This is an optimization exercise on Yosys and OpenROAD, whose aim is a short achievable clock period and few clock cycles, not a production implementation.
Function was checked by simulation only, so behaviour that the tests miss may differ from the original.
No activity file was given, so power comes from the tool's default toggle rates.

**flow/config.mk**
```make
export PLATFORM = sky130hd
export DESIGN_NAME = arm_cpu
export DESIGN_NICKNAME = arm_cpu
export VERILOG_FILES = /design/flow/design.v
export SDC_FILE = /design/flow/constraint.sdc
export NUM_CORES = 4
export LEC_CHECK = 0
export CAP_MARGIN = 20
export CORE_MARGIN = 2
export CORE_UTILIZATION = 40
export SLEW_MARGIN = 20
```
**flow/constraint.sdc**
```tcl
create_clock -name core_clock -period 11.0 [get_ports {clk}]
set_input_delay 2.2000 -clock core_clock [delete_from_list [all_inputs] [get_ports {clk}]]
set_output_delay 2.2000 -clock core_clock [all_outputs]
set_load 0.01 [all_outputs]
```
**flow/design.v**
```verilog
`timescale 1ns / 1ps
module alu(
	input wire [31:0] A,
	input wire [31:0] Bx,		 
	input wire        cin,		 
	input wire        arith,	 
	input wire        is_and,	 
	output wire [31:0] Result,
	output wire [3:0] Flags		 
    );
	wire [31:0] p = A ^ Bx;
	wire [31:0] g = A & Bx;
	wire [31:0] ga = g & {32{arith}};
	wire [31:0] q = arith ? p : (is_and ? g : (g | p));
	wire [32*6-1:0] G, P;
	assign G[31:0] = {ga[31:1], ga[0] | (p[0] & cin & arith)};
	assign P[31:0] = p;
	genvar l, i;
	generate
		for (l = 0; l < 5; l = l + 1) begin : lvl
			for (i = 0; i < 32; i = i + 1) begin : bt
				if (i >= (1 << l)) begin
					assign G[(l+1)*32+i] = G[l*32+i] | (P[l*32+i] & G[l*32+i-(1<<l)]);
					assign P[(l+1)*32+i] = P[l*32+i] & P[l*32+i-(1<<l)];
				end else begin
					assign G[(l+1)*32+i] = G[l*32+i];
					assign P[(l+1)*32+i] = P[l*32+i];
				end
			end
		end
	endgenerate
	wire [32:0] c = {G[191:160], cin & arith};
	assign Result = q ^ c[31:0];
	wire [31:0] zk = {A[30:0] | Bx[30:0], cin};
	wire zs = &(~(p ^ zk));
	wire zl = ~|q;
	assign Flags[3] = Result[31];
	assign Flags[2] = arith ? zs : zl;
	assign Flags[1] = c[32];
	assign Flags[0] = (A[31] == Bx[31]) & (Result[31] != A[31]);
endmodule
`timescale 1ns / 1ps
module arm_cpu(
	input wire clk,
	input wire reset,
	output wire [31:0] PC,
	input wire [31:0] Instr,
	output wire MemWrite,
	output wire [31:0] DataAdr,
	output wire [31:0] WriteData,
	input wire [31:0] ReadData
    );
	function cond_ok(input [3:0] c, input [3:0] f);
		reg n, z, cf, v;
		begin
			{n, z, cf, v} = f;
			case (c)
				4'b0000: cond_ok = z;
				4'b0001: cond_ok = ~z;
				4'b0010: cond_ok = cf;
				4'b0011: cond_ok = ~cf;
				4'b0100: cond_ok = n;
				4'b0101: cond_ok = ~n;
				4'b0110: cond_ok = v;
				4'b0111: cond_ok = ~v;
				4'b1000: cond_ok = cf & ~z;
				4'b1001: cond_ok = ~cf | z;
				4'b1010: cond_ok = (n == v);
				4'b1011: cond_ok = (n != v);
				4'b1100: cond_ok = ~z & (n == v);
				4'b1101: cond_ok = z | (n != v);
				4'b1110: cond_ok = 1'b1;
				default: cond_ok = 1'b0;
			endcase
		end
	endfunction
	reg [31:0] rf [0:14];
	reg [3:0]  flags;		 
	reg rst;
	always @(posedge clk)
		rst <= reset;
	reg [31:0] pc_f;
	localparam NB = 8;
	reg [NB-1:0] bt_v;
	reg [29:0]   bt_tag [0:NB-1];
	reg [29:0]   bt_tgt [0:NB-1];
	reg [2:0]    bt_ptr;
	reg          bu_set, bu_clr;		 
	reg [NB-1:0] bu_hit;
	reg [29:0]   bu_pc, bu_tgt;
	reg        d_valid;
	reg [31:0] d_ir, d_pc, d_pc4, d_pc8;
	reg        d_fp;			 
	reg        d_hiok;			 
	reg [NB-1:0] d_hit;
	reg        e_valid;
	reg [3:0]  e_cond, e_rd;
	reg        e_wr, e_ld, e_st, e_br;
	reg        e_sub, e_arith, e_and, e_fnz, e_fcv;
	reg [31:0] e_a, e_b, e_s;
	reg        e_am, e_bmp, e_bmn, e_be, e_fsm;
	reg        e_bres, e_bpred;
	reg [31:0] e_balt;
	reg        e_fp;
	reg [NB-1:0] e_hit;
	reg [29:0] e_pc, e_tgt;
	reg        m_we, m_ld, m_st;
	reg [3:0]  m_rd;
	reg [31:0] m_res, m_sd;
	reg        w_we, w_ld;
	reg [3:0]  w_rd;
	reg [31:0] w_res, w_rdata;
	wire [31:0] m_wd = m_ld ? ReadData : m_res;
	wire [31:0] w_data = w_ld ? w_rdata : w_res;
	reg [NB-1:0] f_hit, f_hi;
	reg [29:0]   f_tgt;
	integer bi;
	always @(*) begin
		f_tgt = 30'd0;
		for (bi = 0; bi < NB; bi = bi + 1) begin
			f_hit[bi] = bt_v[bi] & (bt_tag[bi][9:0] == pc_f[11:2]);
			f_hi[bi]  = (bt_tag[bi][29:10] == pc_f[31:12]);
			f_tgt = f_tgt | (bt_tgt[bi] & {30{f_hit[bi]}});
		end
	end
	wire f_fp = |f_hit;
	wire f_hiok = &(~f_hit | f_hi);
	wire [31:0] pc_f4 = {pc_f[31:2] + 30'd1, pc_f[1:0]};
	wire [31:0] pc_f8 = {pc_f[31:2] + 30'd2, pc_f[1:0]};
	wire e_ck   = cond_ok(e_cond, flags);
	wire e_exec = e_valid & e_ck;
	wire [3:0] d_cond = d_ir[31:28];
	wire [1:0] d_op   = d_ir[27:26];
	wire       d_I    = d_ir[25];
	wire [3:0] d_cmd  = d_ir[24:21];
	wire       d_S    = d_ir[20];
	wire [3:0] d_rn   = d_ir[19:16];
	wire [3:0] d_rd   = d_ir[15:12];
	wire [3:0] d_rm   = d_ir[3:0];
	wire d_isdp  = (d_op == 2'b00);
	wire d_ismem = (d_op == 2'b01);
	wire d_isbr  = (d_op == 2'b10);
	wire d_ld    = d_ismem &  d_S;
	wire d_st    = d_ismem & ~d_S;
	wire d_rreg  = d_isdp & ~d_I;		 
	wire d_cadd = (d_cmd == 4'b0100);
	wire d_csub = (d_cmd == 4'b0010);
	wire d_cand = (d_cmd == 4'b0000);
	wire d_corr = (d_cmd == 4'b1100);
	wire [3:0] d_ra2 = d_st ? d_rd : d_rm;
	wire [31:0] d_rd1 = (d_rn == 4'd15) ? d_pc8 :
	                    (m_we && m_rd == d_rn) ? m_wd :
	                    (w_we && w_rd == d_rn) ? w_data : rf[d_rn];
	wire [31:0] d_rd2 = (d_ra2 == 4'd15) ? d_pc8 :
	                    (m_we && m_rd == d_ra2) ? m_wd :
	                    (w_we && w_rd == d_ra2) ? w_data : rf[d_ra2];
	wire [31:0] d_imm = d_isdp ? {24'b0, d_ir[7:0]} : {20'b0, d_ir[11:0]};
	wire stall = d_valid & e_valid & e_ld &
	             (((d_isdp | d_ismem) & (e_rd == d_rn)) | (d_rreg & (e_rd == d_rm)) |
	              (d_st & (e_rd == d_rd)));
	wire e_wrx = e_exec & e_wr;
	wire d_fam = e_wrx & (e_rd == d_rn) & (d_rn != 4'd15);
	wire d_fbm = e_wrx & d_rreg & (e_rd == d_rm) & (d_rm != 4'd15);
	wire d_fsm = e_wrx & d_st & (e_rd == d_rd) & (d_rd != 4'd15);
	wire [31:0] d_tgt = {d_pc8[31:2] + {{6{d_ir[23]}}, d_ir[23:0]}, d_pc8[1:0]};
	wire d_brv = d_valid & d_isbr & ~(&d_ir[23:0]);	 
	wire flags_pend = e_valid & e_fnz;
	wire d_ck = cond_ok(d_cond, flags);
	wire d_fpok = d_fp & d_hiok;
	wire d_dir = d_brv & (flags_pend ? (d_fpok | d_ir[23]) : d_ck);
	wire d_redir = d_valid & ((d_dir != d_fp) | (d_fp & ~d_hiok));
	wire [31:0] d_npc = d_dir ? d_tgt : d_pc4;
	wire [31:0] A  = e_am ? m_res : e_a;
	wire [31:0] Bx = ({32{e_bmp}} & m_res) | ({32{e_bmn}} & ~m_res) | ({32{e_be}} & e_b);
	wire [31:0] SD = e_fsm ? m_res : e_s;
	wire [31:0] res;
	wire fN, fZ, fC, fV;
	alu ALU
	(
		.A		(A),
		.Bx		(Bx),
		.cin		(e_sub),
		.arith	(e_arith),
		.is_and	(e_and),
		.Result	(res),
		.Flags	({fN, fZ, fC, fV})
	);
	wire e_redir = e_valid & e_br & ~e_bres & (e_ck != e_bpred);
	always @(posedge clk) begin
		if (rst)
			pc_f <= 32'd0;
		else if (e_redir)
			pc_f <= e_balt;
		else if (stall)
			pc_f <= pc_f;
		else if (d_redir)
			pc_f <= d_npc;
		else if (f_fp)
			pc_f <= {f_tgt, 2'b00};
		else
			pc_f <= pc_f4;
		if (rst | e_redir)
			d_valid <= 1'b0;
		else if (!stall)
			d_valid <= ~d_redir;
		if (!stall) begin
			d_ir  <= Instr;
			d_pc  <= pc_f;
			d_pc4 <= pc_f4;
			d_pc8 <= pc_f8;
			d_fp  <= f_fp;
			d_hiok <= f_hiok;
			d_hit <= f_hit;
		end
		if (rst | e_redir | stall)
			e_valid <= 1'b0;
		else
			e_valid <= d_valid;
		e_cond  <= d_cond;
		e_rd    <= d_rd;
		e_wr    <= d_isdp | d_ld;
		e_ld    <= d_ld;
		e_st    <= d_st;
		e_br    <= d_isbr & ~(&d_ir[23:0]);
		e_sub   <= d_isdp & d_csub;
		e_arith <= ~(d_isdp & (d_cand | d_corr));
		e_and   <= d_cand;
		e_fnz   <= d_isdp & d_S & (d_cadd | d_csub | d_cand | d_corr);
		e_fcv   <= d_isdp & d_S & (d_cadd | d_csub);
		e_a     <= d_rd1;
		e_b     <= (d_rreg ? d_rd2 : d_imm) ^ {32{d_isdp & d_csub}};
		e_s     <= d_rd2;
		e_am    <= d_fam;
		e_bmp   <= d_fbm & ~(d_isdp & d_csub);
		e_bmn   <= d_fbm &  (d_isdp & d_csub);
		e_be    <= ~d_fbm;
		e_fsm   <= d_fsm;
		e_bres  <= ~flags_pend;
		e_bpred <= d_dir;
		e_balt  <= d_dir ? d_pc4 : d_tgt;
		e_fp    <= d_fpok;
		e_hit   <= d_hit;
		e_pc    <= d_pc[31:2];
		e_tgt   <= d_tgt[31:2];
		if (rst) begin
			bu_set <= 1'b0;
			bu_clr <= 1'b0;
		end else begin
			bu_set <= e_valid & e_br &  e_ck & ~e_fp;
			bu_clr <= e_valid & e_br & ~e_ck &  e_fp;
		end
		bu_hit <= e_hit;
		bu_pc  <= e_pc;
		bu_tgt <= e_tgt;
		if (rst) begin
			bt_v   <= {NB{1'b0}};
			bt_ptr <= 3'd0;
		end else if (bu_set) begin
			bt_v[bt_ptr]   <= 1'b1;
			bt_tag[bt_ptr] <= bu_pc;
			bt_tgt[bt_ptr] <= bu_tgt;
			bt_ptr <= bt_ptr + 3'd1;
		end else if (bu_clr)
			bt_v <= bt_v & ~bu_hit;
		if (rst) begin
			m_we <= 1'b0;
			m_st <= 1'b0;
		end else begin
			m_we <= e_wrx;
			m_st <= e_exec & e_st;
		end
		m_ld  <= e_ld;
		m_rd  <= e_rd;
		m_res <= res;
		m_sd  <= SD;
		if (e_exec & e_fnz)
			flags[3:2] <= {fN, fZ};
		if (e_exec & e_fcv)
			flags[1:0] <= {fC, fV};
		if (rst)
			w_we <= 1'b0;
		else
			w_we <= m_we;
		w_rd    <= m_rd;
		w_ld    <= m_ld;
		w_res   <= m_res;
		w_rdata <= ReadData;
		if (w_we && w_rd != 4'd15)
			rf[w_rd] <= w_data;
	end
	assign PC        = pc_f;
	assign MemWrite  = m_st;
	assign DataAdr   = m_res;
	assign WriteData = m_sd;
endmodule
```
**flow/flow/run.sh**
```bash
#!/bin/bash
# The standard layout, with:
#  - a tighter setup-repair margin (the repair keeps improving paths until their
#    slack at the design's period reaches the margin, or it runs out of moves)
#  - port buffers as plain buf_4 cells, and sizing not limited to same-footprint cells
export SETUP_SLACK_MARGIN=8
export BUFFER_PORTS_ARGS="-buffer_cell sky130_fd_sc_hd__buf_4"
bash standard.sh MATCH_CELL_FOOTPRINT=0 finish > standard.log 2>&1
```
**flow/standard.sh**
```bash
#!/bin/bash
# synth_recipe.tcl (not shown) runs the flow's synth.tcl, then flattens the netlist and writes it again
# the make line also repeats each setting of config.mk as NAME=value (left out here)
make -C /OpenROAD-flow-scripts/flow DESIGN_CONFIG=/design/flow/config.mk WORK_HOME=/design/flow/orfs CLKGATE_MAP_FILE= SYNTH_SCRIPT=/design/flow/synth_recipe.tcl "${@:-finish}"
```
==> flow_metrics.tcl <==
set metrics [dict create \
    clkSinkCount 1579 \
    grt_first_pass_wirelength_um 357000 \
    syn_area_sq_um 69000 \
    grt_start_max_net_pins 66 \
    tritoncts "yes" \
    yosysWarningCount 1 \
    cts-buffers-inserted 159 \
    multi_input_area_sq_um 27400 \
    grt_pass1_vias 47400 \
    final_max_slew_viol_count 0 \
    rows 152 \
    fin_crit_sh 0.330 \
    drt-initial-drc-count 6454 \
    total_power_mw 14.9 \
    p_per_area_nw_per_um2 171 \
    cap_violations 0 \
    fin_util 0.509 \
    worstSetupPathType "register to primary output" \
    initial_core_util 0.402 \
    muxShareOfSynthArea 0.101 \
    place_hpwl_um 147000 \
    overflow 0 \
    hold_depth 0 \
    synth_top_family_by_area "multiplexers" \
    synth_ff_type "edfxtp_1" \
    place_area_sq_um 73100 \
    status "finished clean" \
    slowest_delay_ps 470 \
    min_path_type "register to register" \
    tightest_slew_ps 1020 \
    synth_cells 5325 \
    cts.root.buffer_cell "clkbuf_16" \
    syn_to_final_growth_pct 26.4 \
    via_per_inst 5.99 \
    cpLargestDelayFamily "flip-flops" \
    seq_area_frac_synth 0.617 \
    yosysUniqueCellTypes 101 \
    io_pins 163 \
    htreeDepth 4 \
    num_vias 49900 \
    clockBufferDepth 3 \
    nFillCells 14300 \
    clk_pin_slew_ps 60 \
    hp-start "e_pc[9]" \
    crit_required_ps 8800 \
    final_nets 6055 \
    hold_viol 0 \
    arrival_ps 1430 \
    r2r.worst_path.cells 14 \
    fin_skew_ps 34.1 \
    die_w_um 419 \
    io_buffers 162 \
    path_buf_inv 1 \
    r2r_start "d_ir[27]" \
    layout-drive-gt1-share 0.301 \
    critPathLaunchType "register" \
    final_area_sq_um 87200 \
    routed_wl_um 259000 \
    place_congestion 0.900 \
    hold_end "bu_pc[9]" \
    avgSynthCellArea_sq_um 13.0 \
    drc 0 \
    synth_edf_count 1097 \
    syn_nets 5501 \
    finalSetupTns_ps 0 \
    cp_slowest_cell "dfxtp_4" \
    post-route-min-period_ps 3630 \
    crit_path_end_kind "primary output" \
    yosys.area_share.simple 0.0905 \
    synthArstFlopShare 0 \
    synth_compound_area_frac 0.0900 \
    slew_headroom 0.321 \
    worstSkewPairLatency_ps 810 \
    antenna_found_initial 16 \
    total_leakage_power_nw 31.6 \
    ant_nets 0 \
    crit_path_max_fanout 3 \
    post_drt_wl_per_cell_um 31.1 \
    max_freq_mhz 276 \
    rsz0062_at_grt "true" \
    core_sq_um 172000 \
    synth_fa_ha_area_frac 0.0200 \
    seqCellArea_sq_um 42900 \
    r2r_slack_ps 7490 \
    ir_drop_mv 0.169 \
    track_usage 0.286 \
    synth_xor_area_frac 0.0532 \
    rr_endpoint "e_b[4]" \
    ys_ff_latch 1579 \
    cp_cell_sequence "buf_6" \
    die_h_um 419 \
    fp.dieArea_sq_um 176000 \
    drtPass1Iterations 6 \
    finalSetupViolCount 0 \
]
-- area by class of cell --
type	count	share of cell area
inverter	134	0.00638
antenna	10	0.000287
multi-input combinational	3262	0.315
clock buffer	226	0.0534
timing repair buffer	740	0.0919
clock inverter	72	0.00858
timing repair inverter	3	0.000344
sequential	1579	0.491
tap	2310	0.0331
-- sequential cells by signal, summed over array words and instances, names as in the netlist, 30 cells and up, named ones only --
register / flops
rf: 480
bt_tag: 240
bt_tgt: 240
d_ir: 32
d_pc: 32
e_a: 32
e_b: 32
e_balt: 32
e_s: 32
m_res: 32
m_sd: 32
pc_f: 32
w_rdata: 32
w_res: 32
bu_pc: 30
bu_tgt: 30
d_pc4: 30
e_pc: 30
e_tgt: 30
-- stage by stage --
step / cells / worst slack, ps / hold slack (ps)
floorplan: 5325 / 7930 / 310
global placement: 7572 / 6400 / 310
detailed placement: 7572 / 6310 / 312
CTS: 8237 / 7330 / 323
global route: 8332 / 7330 / 329
finish: 8336 / 7370 / 325
-- kinds of logic (layout without fill, tap and decap cells) --
kind of cell,after synthesis,after routing
other,0,10
XOR/XNOR,419,419
multiplexers,468,471
AO/OA/AOI/OAI,903,906
adder cells (fa/ha/maj),110,110
buffers and inverters,490,1175
flip-flops,1579,1579
AND/OR/NAND/NOR,1356,1356
-- what timing repair did --
action	in CTS	in global routing
hold buffers	0	0
cloned	40	9
endpoints found under the setup margin	480	411
resized for setup	799	254
setup buffers	327	80
endpoints found under the hold margin	0	0
pin swaps	153	129
-- synth_stat cells, types with 8 or more instances --
cell type	count	area, sq um
a211oi_1	65	488
a21o_1	40	300
a21oi_1	116	581
a221o_1	33	330
a221oi_1	51	447
a22o_1	32	280
a22oi_1	79	593
a2bb2oi_1	12	105
a311oi_1	41	359
a31oi_1	87	544
and2_1	12	75.1
and3_1	25	156
buf_1	54	203
buf_2	41	205
buf_4	13	97.6
clkbuf_1	242	908
dfxtp_1	482	9650
edfxtp_1	1097	32900
ha_1	109	1360
inv_1	131	492
mux2_2	137	1540
mux2i_1	161	1610
mux4_2	166	3740
nand2_1	679	2550
nand2b_1	10	62.6
nand3_1	128	641
nand4_1	82	513
nor2_1	170	638
nor2b_1	51	319
nor3_1	75	375
nor3b_1	8	60.1
nor4_1	48	300
nor4b_1	20	175
o2111ai_1	10	87.6
o211ai_1	26	195
o21ai_0	210	1050
o21ai_1	21	105
o221ai_1	8	70.1
o31ai_1	14	105
or3_1	10	62.6
xnor2_1	253	2220
xor2_1	166	1450
-- metal layers --
metal  GRT usage  part of all wire  up-vias
li1            -                 -    21100
met1       0.359              0.36    24900
met2       0.443              0.45     3121
met3      0.0604              0.10      787
met4       0.199             0.082       10
met5           0           0.00022        -
-- worst max path at each step --
stage,from,depth (start not counted),endpoint
after floorplan,bt_ptr[2],2,bt_tag[0][0]
after global placement,d_ir[12],10,e_b[10]
after detailed placement,d_ir[12],10,e_b[10]
after CTS,m_res[9],1,DataAdr[9]
after global routing,d_ir[27],14,e_b[4]
final,m_res[9],1,DataAdr[9]
-- cell usage in the layout, fill, tap and decap left out, types with 32 or more instances in the layout --
master / Yosys / routed
xnor2_1: 253 / 233
a21oi_1: 116 / 93
mux4_2: 166 / 166
dfxtp_2: 0 / 52
buf_12: 0 / 78
a221oi_1: 51 / 49
mux2i_1: 161 / 157
o21ai_0: 210 / 176
buf_6: 4 / 181
nor2_1: 170 / 138
a21o_1: 40 / 38
a31oi_1: 87 / 47
ha_1: 109 / 79
a22o_1: 32 / 32
xor2_1: 166 / 156
clkbuf_16: 0 / 203
nand2_1: 679 / 654
dfxtp_4: 0 / 57
nand4_1: 82 / 82
inv_1: 131 / 128
nor2b_1: 51 / 48
buf_4: 13 / 422
clkbuf_1: 242 / 35
mux2_2: 137 / 134
a22oi_1: 79 / 77
nand3_1: 128 / 113
a211oi_1: 65 / 45
nor4_1: 48 / 36
nor3_1: 75 / 53
a311oi_1: 41 / 37
dfxtp_1: 482 / 373
edfxtp_1: 1097 / 1097
a221o_1: 33 / 33
-- report_power, final --
part | total, mW | leakage (nW) | switching (mW) | internal (mW)
combinational | 2.23 | 14.6 | 1.33 | 0.895
sequential | 7.09 | 14.3 | 0.266 | 6.82
clock | 5.60 | 2.66 | 2.38 | 3.22
Testbench counts, summed over its fixed seeds: cycles 12,843.

port drivers added, routing unchanged:
In the flow no input, the clock included, has a driving cell. The finished layout below was timed again as built, in two steps.
Step 1 (the two cells are an assumption about what drives the block):
set clk [get_ports {clk}]
set_driving_cell -lib_cell sky130_fd_sc_hd__clkbuf_16 $clk
set_driving_cell -lib_cell sky130_fd_sc_hd__buf_2 [delete_from_list [all_inputs] $clk]
Step 2 also shifts input and output timing later by t, the mid clock arrival at the registers, as if the neighbouring blocks saw the same clock.
Three values: ideal ports, drivers, drivers and shift; two values: the first two.
t (ns): 0.884
setup slack, ns: 7.374 / 7.288 / 7.424
worst slew at a driven data input, ns: 0.11
After both steps setup and hold are still met in this run. The setup slack of this run moves by -0.086 ns with the drivers and by +0.050 ns with both steps.
